From an optimization exercise on the open Yosys and OpenROAD flow, aimed at a short achievable clock period and few clock cycles; shortcuts taken in it are not production practice. The RTL was checked by simulation tests, not by an equivalence proof against the original design. No activity file was given, so power comes from the tool's default toggle rates.

Design mips, start of the top module:
module mips(input         clk, reset,
            output [31:0] pc,
            input  [31:0] instr,
            output        memwrite,
            output [31:0] memaddr,
            output [31:0] memwritedata,
            input  [31:0] memreaddata);
export LEC_CHECK = 0
export ABC_CLOCK_PERIOD_IN_PS = 2500
export CAP_MARGIN = 20
export CORE_MARGIN = 2
export CORE_UTILIZATION = 55
export SETUP_SLACK_MARGIN = 5
export SLEW_MARGIN = 20
create_clock -name core_clock -period 9.0 [get_ports {clk}]
standard.sh (not shown) runs the stock make flow with config.mk's settings and CLKGATE_MAP_FILE= SYNTH_SCRIPT=/design/flow/synth_recipe.tcl, a recipe that flattens the netlist after the stock synthesis.
==> flow/flow/run.sh <==
#!/bin/bash
set -euo pipefail
bash standard.sh \
  SETUP_SLACK_MARGIN=6.5 \
  "BUFFER_PORTS_ARGS=-buffer_cell sky130_fd_sc_hd__buf_4" \
  MATCH_CELL_FOOTPRINT=0 \
  finish > make_finish.log 2>&1
Testbench counts at the start, summed over its fixed seeds: cycles 62,109.
Then changed:
--- a/flow/design.v
+++ b/flow/design.v
@@ -143,39 +143,47 @@
   wire squash = eq & ~e_off0;
   wire stall  = d_v & e_ld & ~d_bz & (a_e | (b_e & use_rt));
   wire [31:0] zx   = e_a ^ e_b;
   wire [31:0] zo   = e_a | e_b;
   wire        zero = &({zx[31:1], zx[0]} ~^ {zo[30:0], e_cin});
   wire        zres = d_v & d_bz0r & a_e & e_sel_ar & ~e_ld;
   wire        ztake = zres & zero;
   wire idtake = d_v & d_bz;    
   wire        jsel    = if_j & ~idtake & ~stall;
-  wire [31:0] pc_id   = jsel ? jt : idtake ? d_sbt : stall ? pc0   : pc4;
-  wire [31:0] pcb_id  = jsel ? jt : idtake ? d_sbt : stall ? pcb_r : pc8;
+  wire        pass    = ~taken & ~ztake;
+  wire        s_z     = ~taken & ztake;
+  wire        s_j     = pass & jsel;
+  wire        s_b     = pass & idtake;
+  wire        s_h     = pass & stall;
+  wire        s_s     = pass & ~jsel & ~idtake & ~stall;
+  wire [31:0] pc_nx   = ({32{taken}} & e_bt) | ({32{s_z | s_b}} & d_sbt) |
+                        ({32{s_j}} & jt) | ({32{s_h}} & pc0) | ({32{s_s}} & pc4);
+  wire [31:0] pcb_nx  = ({32{taken}} & e_bt) | ({32{s_z | s_b}} & d_sbt) |
+                        ({32{s_j}} & jt) | ({32{s_h}} & pcb_r) | ({32{s_s}} & pc8);
   wire [4:0] irs  = instr[25:21];
   wire [4:0] irt  = instr[20:16];
   wire       dgo  = d_we & ~squash;
   wire       n_bs = (instr[31:26] == 6'b000100) &
                     (instr[15:6] == 10'd0) & (instr[5:0] != 6'd0);
   wire       n_bz = n_bs & (irs == irt);
   wire       n_bz0 = n_bs & (irt == 5'd0) & (irs != 5'd0);
   always @(posedge clk, posedge reset)
     if (reset) begin
       pc_r  <= 32'b0;
       pcb_r <= 32'b0;
       pcb_j <= 1'b1;
       d_v   <= 1'b0;
       e_we <= 1'b0; e_ld <= 1'b0; e_sw <= 1'b0; e_beq <= 1'b0;
       m_we <= 1'b0; m_ld <= 1'b0; m_sw <= 1'b0;
       w_we <= 1'b0; w2_we <= 1'b0;
     end else begin
-      pc_r  <= taken ? e_bt : ztake ? d_sbt : pc_id;
-      pcb_r <= taken ? e_bt : ztake ? d_sbt : pcb_id;
+      pc_r  <= pc_nx;
+      pcb_r <= pcb_nx;
       pcb_j <= taken | ztake | jsel | idtake | (stall & pcb_j);
       if (taken | ztake | idtake) d_v <= 1'b0;
       else if (!stall)    d_v <= 1'b1;
       if (squash | stall) begin
         e_we <= 1'b0; e_ld <= 1'b0; e_sw <= 1'b0; e_beq <= 1'b0;
       end else begin
         e_we  <= d_we;
         e_ld  <= d_v & d_ld;
         e_sw  <= d_v & isSW;
Outcome: The new run reached the layout checks and failed them: antenna violations. Cell count drops by 1.6%. Worst setup slack improves by 99 ps. Count of clock-buffer cells in the layout drops by 8. Cell area hardly moves. Routed wire length stays flat. Combinational power drops by 8.5%. Utilization climbs by 0.78 points. Power drops by 1.8%. Global-route usage drops by 0.22 points. Via count drops by 0.97%. Synthesized cell count drops by 3.0%.
Testbench counts after the change, summed over its fixed seeds: cycles 62,109.


## the previous run
The RTL this note starts from:
==> flow/design.v <==
module regfile(input         clk,
               input         we,
               input  [4:0]  ra1, ra2, wa,
               input  [31:0] wd,
               output [31:0] rd1, rd2);
  reg [31:0] rf[31:1];
  always @(posedge clk)
    if (we && wa != 5'd0) rf[wa] <= wd;
  assign rd1 = (ra1 != 5'd0) ? rf[ra1] : 32'b0;
  assign rd2 = (ra2 != 5'd0) ? rf[ra2] : 32'b0;
endmodule
module loadsel(input      [31:0] a,
               input             lbu,
               input      [1:0]  off,
               output reg [31:0] y);
  always @(*)
    if (lbu)
      case (off)
        2'b00: y = {24'b0, a[7:0]};
        2'b01: y = {24'b0, a[15:8]};
        2'b10: y = {24'b0, a[23:16]};
        2'b11: y = {24'b0, a[31:24]};
      endcase
    else
      y = a;
endmodule
module mips(input         clk, reset,
            output [31:0] pc,
            input  [31:0] instr,
            output        memwrite,
            output [31:0] memaddr,
            output [31:0] memwritedata,
            input  [31:0] memreaddata);
  reg  [31:0] pc_r;          
  reg  [31:0] pcb_r;         
  reg         pcb_j;
  wire [31:0] pcb4 = pcb_r + 32'd4;
  wire [31:0] pcb8 = pcb_r + 32'd8;
  wire [31:0] pc4  = pcb_j ? pcb4 : pcb_r;      
  wire [31:0] pc8  = pcb_j ? pcb8 : pcb4;       
  wire [31:0] pc0  = pcb_j ? pcb_r : pcb_r - 32'd4;   
  wire        if_j = (instr[31:26] == 6'b000010);
  wire [31:0] jt   = {pc4[31:28], instr[25:0], 2'b00};
  reg         d_v;
  reg  [31:0] d_ir;
  reg  [31:0] d_pc4;
  reg  [31:0] d_ra, d_rb;    
  reg         e_we;          
  reg         e_ld;          
  reg         e_lbu;
  reg         e_sw;
  reg         e_beq;
  reg         e_sel_ar, e_sel_and, e_sel_or, e_sel_nor, e_sel_slt;
  reg         e_cin;         
  reg  [4:0]  e_wr;
  reg  [31:0] e_a, e_b, e_sd;
  reg         e_fsd;         
  reg  [31:0] e_bt;
  reg         e_off0;        
  reg         e_off1;        
  reg         m_we, m_ld, m_lbu, m_sw;
  reg  [4:0]  m_wr;
  reg  [31:0] m_res;
  reg  [31:0] m_addr;
  reg  [31:0] m_sd;
  reg         w_we, w2_we;
  reg  [4:0]  w_wr, w2_wr;
  reg  [31:0] w_res, w2_res;
  wire [5:0] op    = d_ir[31:26];
  wire [5:0] funct = d_ir[5:0];
  wire [4:0] rs    = d_ir[25:21];
  wire [4:0] rt    = d_ir[20:16];
  wire [4:0] rd    = d_ir[15:11];
  wire isR    = (op == 6'b000000);
  wire isLW   = (op == 6'b100011);
  wire isLBU  = (op == 6'b100100);
  wire isSW   = (op == 6'b101011);
  wire isBEQ  = (op == 6'b000100);
  wire isJ    = (op == 6'b000010);
  wire isADDI = (op == 6'b001000) | (op == 6'b001001);
  wire isORI  = (op == 6'b001101);
  wire isANDI = (op == 6'b001100);
  wire isLUI  = (op == 6'b001111);
  wire fAND = (funct == 6'b100100);
  wire fOR  = (funct == 6'b100101);
  wire fNOR = (funct == 6'b100111);
  wire fSLT = (funct == 6'b101010);
  wire fSUB = (funct == 6'b100010) | (funct == 6'b100011);
  wire       d_regw = isR | isLW | isLBU | isADDI | isORI | isANDI | isLUI;
  wire [4:0] d_wr   = isR ? rd : rt;
  wire       d_we   = d_v & d_regw & (d_wr != 5'd0);
  wire       d_ld   = isLW | isLBU;
  wire       use_rt = isR | isBEQ;      
  wire       alusrc = ~(isR | isBEQ);
  wire [31:0] simm = {{16{d_ir[15]}}, d_ir[15:0]};
  wire        d_bz = isBEQ & (rs == rt) & (d_ir[15:6] == 10'd0) & (d_ir[5:0] != 6'd0);
  wire [8:0]  sblo = {1'b0, d_pc4[7:0]} + {1'b0, d_ir[5:0], 2'b00};
  wire [23:0] d_pch1 = d_pc4[31:8] + 24'd1;
  wire [31:0] d_sbt = {sblo[8] ? d_pch1 : d_pc4[31:8], sblo[7:0]};
  wire [31:0] imm  = isLUI ? {d_ir[15:0], 16'b0} :
                     (isORI | isANDI) ? {16'b0, d_ir[15:0]} : simm;
  wire [31:0] rf_a, rf_b;
  regfile rf(.clk(clk), .we(w_we), .ra1(instr[25:21]), .ra2(instr[20:16]),
             .wa(w_wr), .wd(w_res), .rd1(rf_a), .rd2(rf_b));
  wire [31:0] m_lddata;
  loadsel ls(.a(memreaddata), .lbu(m_lbu), .off(m_res[1:0]), .y(m_lddata));
  wire [31:0] m_val = m_ld ? m_lddata : m_res;
  wire a_e = e_we & (e_wr == rs);
  wire b_e = e_we & (e_wr == rt);
  wire a_m = m_we & (m_wr == rs);
  wire a_w = w_we & (w_wr == rs);
  wire b_m = m_we & (m_wr == rt);
  wire b_w = w_we & (w_wr == rt);
  wire a_x = w2_we & (w2_wr == rs);
  wire b_x = w2_we & (w2_wr == rt);
  wire [31:0] va_old = a_m ? m_res : a_w ? w_res : a_x ? w2_res : d_ra;    
  wire [31:0] vb_old = b_m ? m_res : b_w ? w_res : b_x ? w2_res : d_rb;
  wire        a_ld   = a_m & m_ld;
  wire        b_ld   = b_m & m_ld;
  wire [32:0] sum1 = {e_a, 1'b1} + {e_b, e_cin};
  wire [31:0] sum  = sum1[32:1];
  wire [31:0] aor  = e_a | e_b;
  wire [31:0] lres = ({32{e_sel_and}} & (e_a & e_b)) |
                     ({32{e_sel_or}}  & aor) |
                     ({32{e_sel_nor}} & ~aor) |
                     {31'b0, e_sel_slt & sum[31]};
  wire [31:0] res  = ({32{e_sel_ar}} & sum) | lres;
  wire        d_sub  = isR & (fSUB | fSLT);
  wire [31:0] bn     = {32{d_sub}};
  wire        sa_ar  = a_e & e_sel_ar;
  wire        sa_ld  = ~a_e & a_ld, sa_old = ~a_e & ~a_ld;
  wire        bx_e   = b_e & ~alusrc;
  wire        sbp_ar = bx_e & e_sel_ar & ~d_sub, sbn_ar = bx_e & e_sel_ar & d_sub;
  wire        sb_lg  = bx_e & ~e_sel_ar;
  wire        sb_ld  = ~alusrc & ~b_e & b_ld, sb_old = ~alusrc & ~b_e & ~b_ld;
  wire        sd_ld  = b_ld;
  wire [31:0] nx_a  = ({32{sa_ar}} & sum) |
                      ({32{a_e}} & lres) | ({32{sa_ld}} & m_lddata) |
                      ({32{sa_old}} & va_old);
  wire [31:0] nx_b  = ({32{sbp_ar}} & sum) | ({32{sbn_ar}} & ~sum) |
                      ({32{sb_lg}} & (lres ^ bn)) | ({32{sb_ld}} & (m_lddata ^ bn)) |
                      ({32{sb_old}} & (vb_old ^ bn)) | ({32{alusrc}} & imm);
  wire [31:0] nx_sd = sd_ld ? m_lddata : vb_old;    
  wire eq     = e_beq & (e_a == e_b);
  wire taken  = eq & ~e_off0 & ~(e_off1 & d_v & ~isJ & ~d_bz);
  wire squash = eq & ~e_off0;
  wire stall  = d_v & e_ld & ~d_bz & (a_e | (b_e & use_rt));
  wire idtake = d_v & d_bz;    
  wire        jsel    = if_j & ~idtake & ~stall;
  wire [31:0] pc_id   = jsel ? jt : idtake ? d_sbt : stall ? pc0   : pc4;
  wire [31:0] pcb_id  = jsel ? jt : idtake ? d_sbt : stall ? pcb_r : pc8;
  always @(posedge clk, posedge reset)
    if (reset) begin
      pc_r  <= 32'b0;
      pcb_r <= 32'b0;
      pcb_j <= 1'b1;
      d_v   <= 1'b0;
      e_we <= 1'b0; e_ld <= 1'b0; e_sw <= 1'b0; e_beq <= 1'b0;
      m_we <= 1'b0; m_ld <= 1'b0; m_sw <= 1'b0;
      w_we <= 1'b0; w2_we <= 1'b0;
    end else begin
      pc_r  <= taken ? e_bt : pc_id;
      pcb_r <= taken ? e_bt : pcb_id;
      pcb_j <= taken | jsel | idtake | (stall & pcb_j);
      if (taken | idtake) d_v <= 1'b0;
      else if (!stall)    d_v <= 1'b1;
      if (squash | stall) begin
        e_we <= 1'b0; e_ld <= 1'b0; e_sw <= 1'b0; e_beq <= 1'b0;
      end else begin
        e_we  <= d_we;
        e_ld  <= d_v & d_ld;
        e_sw  <= d_v & isSW;
        e_beq <= d_v & isBEQ & ~d_bz;
      end
      m_we <= e_we;
      m_ld <= e_ld;
      m_sw <= e_sw;
      w_we  <= m_we;
      w2_we <= w_we;
    end
  always @(posedge clk) begin
    d_ra <= stall ? va_old : rf_a;
    d_rb <= stall ? vb_old : rf_b;
    if (!stall) begin
      d_ir  <= instr;
      d_pc4 <= pc4;
    end
    e_lbu     <= isLBU;
    e_sel_ar  <= isR ? (funct[5:1] == 5'b10000) | fSUB : ~(isORI | isANDI);
    e_cin     <= d_sub;
    e_sel_and <= (isR & fAND) | isANDI;
    e_sel_or  <= (isR & fOR) | isORI;
    e_sel_nor <= isR & fNOR;
    e_sel_slt <= isR & fSLT;
    e_wr      <= d_wr;
    e_a       <= nx_a;
    e_b       <= nx_b;
    e_sd      <= nx_sd;
    e_fsd     <= b_e;
    e_bt      <= d_pc4 + {simm[29:0], 2'b00};
    e_off0    <= (d_ir[15:0] == 16'd0);
    e_off1    <= (d_ir[15:0] == 16'd1);
    m_lbu  <= e_lbu;
    m_wr   <= e_wr;
    m_res  <= res;
    m_addr <= {sum[31:2], sum[1:0] & {2{~e_lbu}}};
    m_sd   <= e_fsd ? m_val : e_sd;
    w_wr   <= m_wr;
    w_res  <= m_val;
    w2_wr  <= w_wr;
    w2_res <= w_res;
  end
  assign pc           = pc_r;
  assign memwrite     = m_sw;
  assign memaddr      = m_addr;
  assign memwritedata = m_sd;
endmodule
clock: 9.0 ns
lec_check: 0
abc_clock_period_in_ps: 2500
cap_margin: 20
core_margin: 2
core_utilization: 55
setup_slack_margin: 5
slew_margin: 20
Scripts as last shown in full above: flow/flow/run.sh
Testbench counts of the previous run, summed over its fixed seeds: cycles 62,865.
Relative to the previous run, the following input files were edited for the current run:
diff --git a/flow/design.v b/flow/design.v
--- a/flow/design.v
+++ b/flow/design.v
@@ -44,8 +44,11 @@
   reg         d_v;
   reg  [31:0] d_ir;
   reg  [31:0] d_pc4;
   reg  [31:0] d_ra, d_rb;    
+  reg         fa_e, fa_m, fa_w, fa_x, fb_e, fb_m, fb_w, fb_x;
+  reg         d_bzr;
+  reg         d_bz0r;        
   reg         e_we;          
   reg         e_ld;          
   reg         e_lbu;
   reg         e_sw;
@@ -92,9 +95,9 @@
   wire       d_ld   = isLW | isLBU;
   wire       use_rt = isR | isBEQ;      
   wire       alusrc = ~(isR | isBEQ);
   wire [31:0] simm = {{16{d_ir[15]}}, d_ir[15:0]};
-  wire        d_bz = isBEQ & (rs == rt) & (d_ir[15:6] == 10'd0) & (d_ir[5:0] != 6'd0);
+  wire        d_bz = d_bzr;
   wire [8:0]  sblo = {1'b0, d_pc4[7:0]} + {1'b0, d_ir[5:0], 2'b00};
   wire [23:0] d_pch1 = d_pc4[31:8] + 24'd1;
   wire [31:0] d_sbt = {sblo[8] ? d_pch1 : d_pc4[31:8], sblo[7:0]};
   wire [31:0] imm  = isLUI ? {d_ir[15:0], 16'b0} :
@@ -104,16 +107,10 @@
              .wa(w_wr), .wd(w_res), .rd1(rf_a), .rd2(rf_b));
   wire [31:0] m_lddata;
   loadsel ls(.a(memreaddata), .lbu(m_lbu), .off(m_res[1:0]), .y(m_lddata));
   wire [31:0] m_val = m_ld ? m_lddata : m_res;
-  wire a_e = e_we & (e_wr == rs);
-  wire b_e = e_we & (e_wr == rt);
-  wire a_m = m_we & (m_wr == rs);
-  wire a_w = w_we & (w_wr == rs);
-  wire b_m = m_we & (m_wr == rt);
-  wire b_w = w_we & (w_wr == rt);
-  wire a_x = w2_we & (w2_wr == rs);
-  wire b_x = w2_we & (w2_wr == rt);
+  wire a_e = fa_e, a_m = fa_m, a_w = fa_w, a_x = fa_x;
+  wire b_e = fb_e, b_m = fb_m, b_w = fb_w, b_x = fb_x;
   wire [31:0] va_old = a_m ? m_res : a_w ? w_res : a_x ? w2_res : d_ra;    
   wire [31:0] vb_old = b_m ? m_res : b_w ? w_res : b_x ? w2_res : d_rb;
   wire        a_ld   = a_m & m_ld;
   wire        b_ld   = b_m & m_ld;
@@ -141,15 +138,27 @@
                       ({32{sb_lg}} & (lres ^ bn)) | ({32{sb_ld}} & (m_lddata ^ bn)) |
                       ({32{sb_old}} & (vb_old ^ bn)) | ({32{alusrc}} & imm);
   wire [31:0] nx_sd = sd_ld ? m_lddata : vb_old;    
   wire eq     = e_beq & (e_a == e_b);
-  wire taken  = eq & ~e_off0 & ~(e_off1 & d_v & ~isJ & ~d_bz);
+  wire taken  = eq & ~e_off0 & ~(e_off1 & d_v & ~isJ & ~d_bz & ~zres);
   wire squash = eq & ~e_off0;
   wire stall  = d_v & e_ld & ~d_bz & (a_e | (b_e & use_rt));
-  wire idtake = d_v & d_bz;    
+  wire [31:0] zx   = e_a ^ e_b;
+  wire [31:0] zo   = e_a | e_b;
+  wire        zero = &({zx[31:1], zx[0]} ~^ {zo[30:0], e_cin});
+  wire        zres = d_v & d_bz0r & a_e & e_sel_ar & ~e_ld;
+  wire        ztake = zres & zero;
+  wire idtake = d_v & d_bz | ztake;    
   wire        jsel    = if_j & ~idtake & ~stall;
   wire [31:0] pc_id   = jsel ? jt : idtake ? d_sbt : stall ? pc0   : pc4;
   wire [31:0] pcb_id  = jsel ? jt : idtake ? d_sbt : stall ? pcb_r : pc8;
+  wire [4:0] irs  = instr[25:21];
+  wire [4:0] irt  = instr[20:16];
+  wire       dgo  = d_we & ~squash;
+  wire       n_bs = (instr[31:26] == 6'b000100) &
+                    (instr[15:6] == 10'd0) & (instr[5:0] != 6'd0);
+  wire       n_bz = n_bs & (irs == irt);
+  wire       n_bz0 = n_bs & (irt == 5'd0) & (irs != 5'd0);
   always @(posedge clk, posedge reset)
     if (reset) begin
       pc_r  <= 32'b0;
       pcb_r <= 32'b0;
@@ -161,17 +170,17 @@
     end else begin
       pc_r  <= taken ? e_bt : pc_id;
       pcb_r <= taken ? e_bt : pcb_id;
       pcb_j <= taken | jsel | idtake | (stall & pcb_j);
-      if (taken | idtake) d_v <= 1'b0;
+      if (taken | idtake) d_v <= 1'b0;    
       else if (!stall)    d_v <= 1'b1;
       if (squash | stall) begin
         e_we <= 1'b0; e_ld <= 1'b0; e_sw <= 1'b0; e_beq <= 1'b0;
       end else begin
         e_we  <= d_we;
         e_ld  <= d_v & d_ld;
         e_sw  <= d_v & isSW;
-        e_beq <= d_v & isBEQ & ~d_bz;
+        e_beq <= d_v & isBEQ & ~d_bz & ~zres;
       end
       m_we <= e_we;
       m_ld <= e_ld;
       m_sw <= e_sw;
@@ -180,8 +189,23 @@
     end
   always @(posedge clk) begin
     d_ra <= stall ? va_old : rf_a;
     d_rb <= stall ? vb_old : rf_b;
+    if (stall) begin
+      fa_e <= 1'b0; fa_m <= fa_e; fa_w <= fa_m; fa_x <= fa_w;
+      fb_e <= 1'b0; fb_m <= fb_e; fb_w <= fb_m; fb_x <= fb_w;
+    end else begin
+      fa_e <= dgo  & (d_wr == irs);
+      fa_m <= e_we & (e_wr == irs);
+      fa_w <= m_we & (m_wr == irs);
+      fa_x <= w_we & (w_wr == irs);
+      fb_e <= dgo  & (d_wr == irt);
+      fb_m <= e_we & (e_wr == irt);
+      fb_w <= m_we & (m_wr == irt);
+      fb_x <= w_we & (w_wr == irt);
+      d_bzr <= n_bz;
+      d_bz0r <= n_bz0;
+    end
     if (!stall) begin
       d_ir  <= instr;
       d_pc4 <= pc4;
     end
Results
Against the previous run, the current run comes in about 4.7% lower on maximum frequency. Of the current run and the previous run, it is the current run that has the lower depth of the most critical reg-to-reg path. The current run and the previous run ended up with nearly the same combinational group share of total power. In the current run, simple logic cell fraction of the synthesized area is higher than in the previous run. Going from the previous run to the current run, power density normalized to cell area grew slightly. Critical path depth, the current run and the previous run, lower one = the current run. Total chip power in the current run vs the previous run: down about 2.6%. The previous run | status: complete | timing, DRC, antenna: pass. The current run: full flow OK, the timing, design-rule and antenna checks passed.
Testbench counts of the current run, summed over its fixed seeds: cycles 62,109.

-- re-timing with driven ports --
Ports are ideal in the flow. The routed layouts listed here were re-timed in OpenROAD. Step 1 (the two cells are an assumption about what drives the block):
set clk [get_ports {clk}]
set_driving_cell -lib_cell sky130_fd_sc_hd__clkbuf_16 $clk
set_driving_cell -lib_cell sky130_fd_sc_hd__buf_2 [delete_from_list [all_inputs] $clk]
Step 2, shift: input delay + t, output delay - t, t = (earliest + latest rising clock arrival at the registers) / 2. This alone moves slack from input paths to output paths. a / b / c = no drivers / after step 1 / after step 2; a / b = the first two.
run	t (ns)	setup slack, ns	hold slack, ns	worst register clock-pin slew, ns	worst data-port slew with drivers (ns)
the first run of note 1	0.883	5.696 / 5.590 / 4.706	0.351 / 0.351 / 0.351	0.07 / 0.07	0.46
the second run of note 1	0.891	5.795 / 5.499 / 4.608	0.353 / 0.353 / 0.353	0.07 / 0.07	0.43
the previous run	0.901	5.821 / 5.430 / 4.529	0.350 / 0.350 / 0.350	0.07 / 0.07	0.80
the current run	0.889	5.665 / 5.715 / 4.826	0.357 / 0.357 / 0.357	0.07 / 0.07	0.51
The setup slack of the previous run, which loses most, moves by -0.391 ns with the drivers and by -1.292 ns with both steps.
